Background: an optimization exercise with open tools, aiming at small area, a short achievable clock period and few clock cycles per item. Do not read the settings as production practice. At most, simulation tests tie the RTL to the original design; equivalence was not proved.

==> inputs of trial 75 <==
## axi4l_slv_top
module axi4l_slv_top #(
    parameter int ADDR_WIDTH = 12,
    parameter int DATA_WIDTH = 32
) (
    input var                     aclk,
    input var                     aresetn,
    input var  [  ADDR_WIDTH-1:0] s_axi_awaddr,
    input var  [             2:0] s_axi_awprot,
    input var                     s_axi_awvalid,
    output var                    s_axi_awready,
    input var  [  DATA_WIDTH-1:0] s_axi_wdata,
    input var  [DATA_WIDTH/8-1:0] s_axi_wstrb,
    input var                     s_axi_wvalid,
    output var                    s_axi_wready,
    output var [             1:0] s_axi_bresp,
    output var                    s_axi_bvalid,
    input var                     s_axi_bready,
    input var  [  ADDR_WIDTH-1:0] s_axi_araddr,
    input var  [             2:0] s_axi_arprot,
    input var                     s_axi_arvalid,
    output var                    s_axi_arready,
    output var [  DATA_WIDTH-1:0] s_axi_rdata,
    output var [             1:0] s_axi_rresp,
    output var                    s_axi_rvalid,
  ...
==> module axi4l_slv_top, before the edit <==
module axi4l_slv_top #(
    parameter int ADDR_WIDTH = 12,
    parameter int DATA_WIDTH = 32
) (
    input var                     aclk,
    input var                     aresetn,
    input var  [  ADDR_WIDTH-1:0] s_axi_awaddr,
    input var  [             2:0] s_axi_awprot,
    input var                     s_axi_awvalid,
    output var                    s_axi_awready,
    input var  [  DATA_WIDTH-1:0] s_axi_wdata,
    input var  [DATA_WIDTH/8-1:0] s_axi_wstrb,
    input var                     s_axi_wvalid,
    output var                    s_axi_wready,
    output var [             1:0] s_axi_bresp,
    output var                    s_axi_bvalid,
    input var                     s_axi_bready,
    input var  [  ADDR_WIDTH-1:0] s_axi_araddr,
    input var  [             2:0] s_axi_arprot,
    input var                     s_axi_arvalid,
    output var                    s_axi_arready,
    output var [  DATA_WIDTH-1:0] s_axi_rdata,
    output var [             1:0] s_axi_rresp,
    output var                    s_axi_rvalid,
    input var                     s_axi_rready,
    output var                    irq_reg_irq,
    input var                     reg_irq_bit0,
    output var [            31:0] reg_a_b,
    input var  [            31:0] reg_c_d
);
  logic wr_hs, b_pop;
  logic bv0_q, b1_free_q;   
  logic be0_q, be1_q;   
  assign s_axi_awready = s_axi_wvalid && b1_free_q;
  assign s_axi_wready = s_axi_awvalid && b1_free_q;
  assign wr_hs = s_axi_awvalid && s_axi_wvalid && b1_free_q;
  assign b_pop = bv0_q && s_axi_bready;
  logic [9:0] wa;
  logic wa_lo;   
  assign wa = s_axi_awaddr[11:2];
  assign wa_lo = (wa[9:4] == 6'd0);
  logic wr_trap, wr_mask, wr_force, wr_trig, wr_a, wr_ok;
  assign wr_trap = wr_hs && wa_lo && (wa[3:0] == 4'd1);
  assign wr_mask = wr_hs && wa_lo && (wa[3:0] == 4'd2);
  assign wr_force = wr_hs && wa_lo && (wa[3:0] == 4'd3);
  assign wr_trig = wr_hs && wa_lo && (wa[3:0] == 4'd5);
  assign wr_a = wr_hs && wa_lo && (wa[3:0] == 4'd8);
  assign wr_ok = wa_lo && (wa[3:0] <= 4'd5 || wa[3:0] == 4'd8);
  always_ff @(posedge aclk) begin
    if (!aresetn) begin
      bv0_q <= 1'b0;
      b1_free_q <= 1'b1;
    end else begin
      bv0_q <= (bv0_q && !b_pop) || !b1_free_q || wr_hs;
      b1_free_q <= !((!b1_free_q && !b_pop) || (wr_hs && bv0_q && !b_pop));
    end
  end
  always_ff @(posedge aclk) begin
    if (!bv0_q || b_pop) be0_q <= b1_free_q ? !wr_ok : be1_q;
  end
  always_ff @(posedge aclk) begin
    if (b1_free_q) be1_q <= !wr_ok;
  end
  assign s_axi_bvalid = bv0_q;
  assign s_axi_bresp = {be0_q, be0_q};
  logic trap_q, mask_q, trig_q, irq_in_q;
  logic [31:0] a_q;
  logic irq_event;
  always_ff @(posedge aclk) irq_in_q <= reg_irq_bit0;
  assign irq_event = reg_irq_bit0 && (!trig_q || !irq_in_q);
  always_ff @(posedge aclk) begin
    if (!aresetn) trap_q <= 1'b0;
    else
      trap_q <= (trap_q && !(wr_trap && !s_axi_wdata[0])) || (wr_force && s_axi_wdata[0]) ||
          irq_event;
  end
  always_ff @(posedge aclk) begin
    if (!aresetn) mask_q <= 1'b0;
    else if (wr_mask) mask_q <= s_axi_wdata[0];
  end
  always_ff @(posedge aclk) begin
    if (!aresetn) trig_q <= 1'b0;
    else if (wr_trig) trig_q <= s_axi_wdata[0];
  end
  logic a_ld, a_keep;
  assign a_ld = wr_a && aresetn;
  assign a_keep = !wr_a && aresetn;
  always_ff @(posedge aclk) a_q <= ({32{a_ld}} & s_axi_wdata) | ({32{a_keep}} & a_q);
  assign reg_a_b = a_q;
  assign irq_reg_irq = trap_q && mask_q;
  logic rvalid_q, ridle_q, rerr_q, r_free;
  logic [31:0] rdata_q;
  assign r_free = ridle_q || s_axi_rready;
  assign s_axi_arready = r_free;
  logic [9:0] ra;
  logic ra_lo;
  assign ra = s_axi_araddr[11:2];
  assign ra_lo = (ra[9:4] == 6'd0);
  logic ra_ok, rd_a, rd_c;
  assign ra_ok = ra_lo && (ra[3:0] <= 4'd5 || ra[3:0] == 4'd8 || ra[3:0] == 4'd9);
  assign rd_a = ra_lo && (ra[3:0] == 4'd8);
  assign rd_c = ra_lo && (ra[3:0] == 4'd9);
  logic rd_bit0;
  always_comb begin
    case (ra[3:0])
      4'd0: rd_bit0 = trap_q && mask_q;
      4'd1: rd_bit0 = trap_q;
      4'd2: rd_bit0 = mask_q;
      4'd4: rd_bit0 = irq_in_q;
      4'd5: rd_bit0 = trig_q;
      4'd8: rd_bit0 = a_q[0];
      4'd9: rd_bit0 = reg_c_d[0];
      default: rd_bit0 = 1'b0;
    endcase
  end
  always_ff @(posedge aclk) begin
    if (!aresetn) rvalid_q <= 1'b0;
    else if (r_free) rvalid_q <= s_axi_arvalid;
  end
  always_ff @(posedge aclk) begin
    if (!aresetn) ridle_q <= 1'b1;
    else if (r_free) ridle_q <= !s_axi_arvalid;
  end
  logic ld_a, ld_c, r_keep;
  assign ld_a = r_free && rd_a;
  assign ld_c = r_free && rd_c;
  assign r_keep = !r_free;
  always_ff @(posedge aclk) begin
    rdata_q[31:1] <= ({31{ld_a}} & a_q[31:1]) | ({31{ld_c}} & reg_c_d[31:1]) |
        ({31{r_keep}} & rdata_q[31:1]);
    rdata_q[0] <= (r_free && ra_lo && rd_bit0) || (r_keep && rdata_q[0]);
  end
  always_ff @(posedge aclk) begin
    if (r_free) rerr_q <= !ra_ok;
  end
  assign s_axi_rvalid = rvalid_q;
  assign s_axi_rdata = rdata_q;
  assign s_axi_rresp = {rerr_q, rerr_q};
endmodule
clock: 3.0 ns
lec_check: 0
abc_area: 1
cap_margin: 20
core_margin: 2
core_utilization: 40
setup_slack_margin: 1.4
slew_margin: 20
standard.sh (not shown) runs the stock make flow with config.mk's settings and CLKGATE_MAP_FILE= SYNTH_SCRIPT=/design/flow/synth_recipe.tcl, a recipe that flattens the netlist after the stock synthesis.
==> flow/flow/run.sh <==
#!/bin/bash
# Standard ORFS layout with these changes:
#  - synthesis maps logic with the ABC script flow/abc_area.script (when present);
#    everything before ABC, so every register and its name, is the standard synthesis;
#  - the cells listed in flow/dont_use.txt (when present) are added to the platform's
#    don't-use list, for synthesis and the resizer (slow many-input OR/NOR gates);
#  - the port buffers are sky130 buf_1 cells instead of buffer_ports' default.
set -euo pipefail
here=$PWD
rm -rf "$here/scripts_abc"
cp -r "$FLOW_HOME/scripts" "$here/scripts_abc"
if [[ -f "$here/flow/abc_area.script" ]]; then
  cp "$here/flow/abc_area.script" "$here/scripts_abc/abc_area.script"
fi
args=()
if [[ -f "$here/flow/dont_use.txt" ]]; then
  base=$(make -s -C "$FLOW_HOME" DESIGN_CONFIG="$here/config.mk" WORK_HOME="$here/orfs" print-DONT_USE_CELLS | sed -n 's/^DONT_USE_CELLS: //p')
  args+=("DONT_USE_CELLS=$base $(tr '\n' ' ' < "$here/flow/dont_use.txt")")
fi
export BUFFER_PORTS_ARGS="-buffer_cell sky130_fd_sc_hd__buf_1"
bash standard.sh SCRIPTS_DIR="$here/scripts_abc" "${args[@]}" synth > synth.log 2>&1
bash standard.sh "${args[@]}" > standard.log 2>&1
==> flow/flow/abc_area.script <==
strash
&get -n
&dch
&nf
&put
topo
stime -c
==> flow/flow/dont_use.txt <==
sky130_fd_sc_hd__nor3_1
sky130_fd_sc_hd__nor3_2
sky130_fd_sc_hd__nor3_4
sky130_fd_sc_hd__nor3b_1
sky130_fd_sc_hd__nor3b_2
sky130_fd_sc_hd__nor3b_4
sky130_fd_sc_hd__nor4_1
sky130_fd_sc_hd__nor4_2
sky130_fd_sc_hd__nor4_4
sky130_fd_sc_hd__nor4b_1
sky130_fd_sc_hd__nor4b_2
sky130_fd_sc_hd__nor4b_4
sky130_fd_sc_hd__nor4bb_1
sky130_fd_sc_hd__nor4bb_2
sky130_fd_sc_hd__nor4bb_4
sky130_fd_sc_hd__or3_1
sky130_fd_sc_hd__or3_2
sky130_fd_sc_hd__or3_4
sky130_fd_sc_hd__or3b_1
sky130_fd_sc_hd__or3b_2
sky130_fd_sc_hd__or3b_4
sky130_fd_sc_hd__or4_1
sky130_fd_sc_hd__or4_2
sky130_fd_sc_hd__or4_4
sky130_fd_sc_hd__or4b_1
sky130_fd_sc_hd__or4b_2
sky130_fd_sc_hd__or4b_4
sky130_fd_sc_hd__or4bb_1
sky130_fd_sc_hd__or4bb_2
sky130_fd_sc_hd__or4bb_4
==> build 77: changes against trial 75 <==
--- a/flow/design.v
+++ b/flow/design.v
@@ -32,9 +32,8 @@
 );
-  logic wr_hs, b_pop;
-  logic bv0_q, b1_free_q;   
-  logic be0_q, be1_q;   
-  assign s_axi_awready = s_axi_wvalid && b1_free_q;
-  assign s_axi_wready = s_axi_awvalid && b1_free_q;
-  assign wr_hs = s_axi_awvalid && s_axi_wvalid && b1_free_q;
-  assign b_pop = bv0_q && s_axi_bready;
+  logic b_free, wr_hs;
+  logic bvalid_q, bidle_q, berr_q;
+  assign b_free = bidle_q || s_axi_bready;
+  assign s_axi_awready = s_axi_wvalid && b_free;
+  assign s_axi_wready = s_axi_awvalid && b_free;
+  assign wr_hs = s_axi_awvalid && s_axi_wvalid && b_free;
   logic [9:0] wa;
@@ -51,18 +50,16 @@
   always_ff @(posedge aclk) begin
-    if (!aresetn) begin
-      bv0_q <= 1'b0;
-      b1_free_q <= 1'b1;
-    end else begin
-      bv0_q <= (bv0_q && !b_pop) || !b1_free_q || wr_hs;
-      b1_free_q <= !((!b1_free_q && !b_pop) || (wr_hs && bv0_q && !b_pop));
-    end
+    if (!aresetn) bvalid_q <= 1'b0;
+    else if (wr_hs) bvalid_q <= 1'b1;
+    else if (s_axi_bready) bvalid_q <= 1'b0;
   end
   always_ff @(posedge aclk) begin
-    if (!bv0_q || b_pop) be0_q <= b1_free_q ? !wr_ok : be1_q;
+    if (!aresetn) bidle_q <= 1'b1;
+    else if (wr_hs) bidle_q <= 1'b0;
+    else if (s_axi_bready) bidle_q <= 1'b1;
   end
   always_ff @(posedge aclk) begin
-    if (b1_free_q) be1_q <= !wr_ok;
+    if (b_free) berr_q <= !wr_ok;
   end
-  assign s_axi_bvalid = bv0_q;
-  assign s_axi_bresp = {be0_q, be0_q};
+  assign s_axi_bvalid = bvalid_q;
+  assign s_axi_bresp = {berr_q, berr_q};
   logic trap_q, mask_q, trig_q, irq_in_q;
==> flow/flow/abc_area.script (replaced) <==
strash
&get -n
&dch -f
&nf -R 1000
&put
topo
stime -c
SETUP_SLACK_MARGIN = not set   (was 1.4)
==> trial 59: changes against trial 75 <==
--- a/flow/design.v
+++ b/flow/design.v
@@ -32,9 +32,8 @@
 );
-  logic wr_hs, b_pop;
-  logic bv0_q, b1_free_q;   
-  logic be0_q, be1_q;   
-  assign s_axi_awready = s_axi_wvalid && b1_free_q;
-  assign s_axi_wready = s_axi_awvalid && b1_free_q;
-  assign wr_hs = s_axi_awvalid && s_axi_wvalid && b1_free_q;
-  assign b_pop = bv0_q && s_axi_bready;
+  logic b_free, wr_hs;
+  logic bvalid_q, berr_q;
+  assign b_free = !bvalid_q || s_axi_bready;
+  assign s_axi_awready = s_axi_wvalid && b_free;
+  assign s_axi_wready = s_axi_awvalid && b_free;
+  assign wr_hs = s_axi_awvalid && s_axi_wvalid && b_free;
   logic [9:0] wa;
@@ -51,18 +50,11 @@
   always_ff @(posedge aclk) begin
-    if (!aresetn) begin
-      bv0_q <= 1'b0;
-      b1_free_q <= 1'b1;
-    end else begin
-      bv0_q <= (bv0_q && !b_pop) || !b1_free_q || wr_hs;
-      b1_free_q <= !((!b1_free_q && !b_pop) || (wr_hs && bv0_q && !b_pop));
-    end
+    if (!aresetn) bvalid_q <= 1'b0;
+    else if (wr_hs) bvalid_q <= 1'b1;
+    else if (s_axi_bready) bvalid_q <= 1'b0;
   end
   always_ff @(posedge aclk) begin
-    if (!bv0_q || b_pop) be0_q <= b1_free_q ? !wr_ok : be1_q;
+    if (b_free) berr_q <= !wr_ok;
   end
-  always_ff @(posedge aclk) begin
-    if (b1_free_q) be1_q <= !wr_ok;
-  end
-  assign s_axi_bvalid = bv0_q;
-  assign s_axi_bresp = {be0_q, be0_q};
+  assign s_axi_bvalid = bvalid_q;
+  assign s_axi_bresp = {berr_q, berr_q};
   logic trap_q, mask_q, trig_q, irq_in_q;
@@ -92,5 +84,5 @@
   assign irq_reg_irq = trap_q && mask_q;
-  logic rvalid_q, ridle_q, rerr_q, r_free;
+  logic rvalid_q, rerr_q, r_free;
   logic [31:0] rdata_q;
-  assign r_free = ridle_q || s_axi_rready;
+  assign r_free = !rvalid_q || s_axi_rready;
   assign s_axi_arready = r_free;
@@ -121,6 +113,2 @@
   end
-  always_ff @(posedge aclk) begin
-    if (!aresetn) ridle_q <= 1'b1;
-    else if (r_free) ridle_q <= !s_axi_arvalid;
-  end
   logic ld_a, ld_c, r_keep;
==> flow/flow/run.sh (replaced) <==
#!/bin/bash
# Standard ORFS layout, but the port buffers are small sky130 buf_1 cells
# instead of the delay buffers buffer_ports picks by default.
set -euo pipefail
export BUFFER_PORTS_ARGS="-buffer_cell sky130_fd_sc_hd__buf_1"
bash standard.sh > standard.log 2>&1
removed: flow/flow/abc_area.script
removed: flow/flow/dont_use.txt
==> build 45: changes against trial 75 <==
--- a/flow/design.v
+++ b/flow/design.v
@@ -32,9 +32,8 @@
 );
-  logic wr_hs, b_pop;
-  logic bv0_q, b1_free_q;   
-  logic be0_q, be1_q;   
-  assign s_axi_awready = s_axi_wvalid && b1_free_q;
-  assign s_axi_wready = s_axi_awvalid && b1_free_q;
-  assign wr_hs = s_axi_awvalid && s_axi_wvalid && b1_free_q;
-  assign b_pop = bv0_q && s_axi_bready;
+  logic b_free, wr_hs;
+  logic bvalid_q, bidle_q, berr_q;
+  assign b_free = bidle_q || s_axi_bready;
+  assign s_axi_awready = s_axi_wvalid && b_free;
+  assign s_axi_wready = s_axi_awvalid && b_free;
+  assign wr_hs = s_axi_awvalid && s_axi_wvalid && b_free;
   logic [9:0] wa;
@@ -51,18 +50,16 @@
   always_ff @(posedge aclk) begin
-    if (!aresetn) begin
-      bv0_q <= 1'b0;
-      b1_free_q <= 1'b1;
-    end else begin
-      bv0_q <= (bv0_q && !b_pop) || !b1_free_q || wr_hs;
-      b1_free_q <= !((!b1_free_q && !b_pop) || (wr_hs && bv0_q && !b_pop));
-    end
+    if (!aresetn) bvalid_q <= 1'b0;
+    else if (wr_hs) bvalid_q <= 1'b1;
+    else if (s_axi_bready) bvalid_q <= 1'b0;
   end
   always_ff @(posedge aclk) begin
-    if (!bv0_q || b_pop) be0_q <= b1_free_q ? !wr_ok : be1_q;
+    if (!aresetn) bidle_q <= 1'b1;
+    else if (wr_hs) bidle_q <= 1'b0;
+    else if (s_axi_bready) bidle_q <= 1'b1;
   end
   always_ff @(posedge aclk) begin
-    if (b1_free_q) be1_q <= !wr_ok;
+    if (b_free) berr_q <= !wr_ok;
   end
-  assign s_axi_bvalid = bv0_q;
-  assign s_axi_bresp = {be0_q, be0_q};
+  assign s_axi_bvalid = bvalid_q;
+  assign s_axi_bresp = {berr_q, berr_q};
   logic trap_q, mask_q, trig_q, irq_in_q;
==> flow/flow/abc_area.script (replaced) <==
strash
dch -f
amap
topo
stime -c
SETUP_SLACK_MARGIN = not set   (was 1.4)
==> notes.md <==
| item | build 77 | trial 75 | trial 59 | build 45 |
|---|---|---|---|---|
| Result of the run | finished clean | finished clean | finished clean | finished clean |
| Vias in the first global route | 2532 | 2474 | 3074 | 2362 |
| Fraction of the mapped netlist area in adder cells | 0 | 0.003658 | 0 | 0 |
| Non-filler cells, final | 534 | 519 | 683 | 572 |
| Timing-limited maximum frequency | 498.5 MHz | 622.3 MHz | 611.5 MHz | 506.4 MHz |
| RSZ-0062 raised after global routing | false | true | true | false |
| Inverters, non-clock | 5 | 4 | 22 | 106 |
| Time the worst path needs with I/O delays and setup | 2.006 ns | 1.607 ns | 1.635 ns | 1.975 ns |
| Setup bufs post-CTS | 0 | 7 | 1 | 0 |
| Mapped Area | 2633 um^2 | 2736 um^2 | 3234 um^2 | 2746 um^2 |
| Non-CTS buffers | 172 | 184 | 179 | 173 |
| Weighted congestion reported at the end of routability-driven placement | 0.7541 | 0.7768 | 0.8233 | 0.7554 |
| Total number of vias | 2716 | 2733 | 3441 | 2763 |
Testbench counts of build 77, summed over its fixed seeds: cycles 1,608, items 3,200.
Testbench counts of build 45, summed over its fixed seeds: cycles 1,608, items 3,200.
Function not checked in trial 75 and trial 59: the RTL went through the layout flow alone.

-- port drivers added, routing unchanged --
In the flow no input, the clock included, has a driving cell. The finished layouts below were timed again as built, in two steps. Step 1 assumes that a clkbuf_16 drives the clock port and a buf_2 every other input. Step 2 adds t to the input delays and takes it off the output delays; t is the mean of the earliest and latest rising clock arrival at the registers after step 1. Input paths then give back, and output paths get back, about the clock's delay inside the block. Slacks: ideal ports / drivers / drivers and shift; pairs: ideal ports / drivers.
| run | t (ns) | setup WS [ns] | hold WS [ns] | worst setup path at the end |
|---|---|---|---|---|
| trial 75 | 0.372 | 1.393 / 1.392 / 1.020 | 0.394 / 0.386 / 0.472 | input to register |
| build 77 | 0.362 | 0.994 / 0.999 / 0.637 | 0.384 / 0.376 / 0.473 | input to register |
| trial 59 | 0.358 | 1.365 / 1.336 / 1.135 | 0.385 / 0.377 / 0.462 | input to register |
| build 45 | 0.351 | 1.025 / 1.004 / 0.782 | 0.406 / 0.399 / 0.459 | input to register |
After both steps every run listed still meets setup and hold. The setup slack of trial 75, which loses most, moves by -0.001 ns with the drivers and by -0.373 ns with both steps.
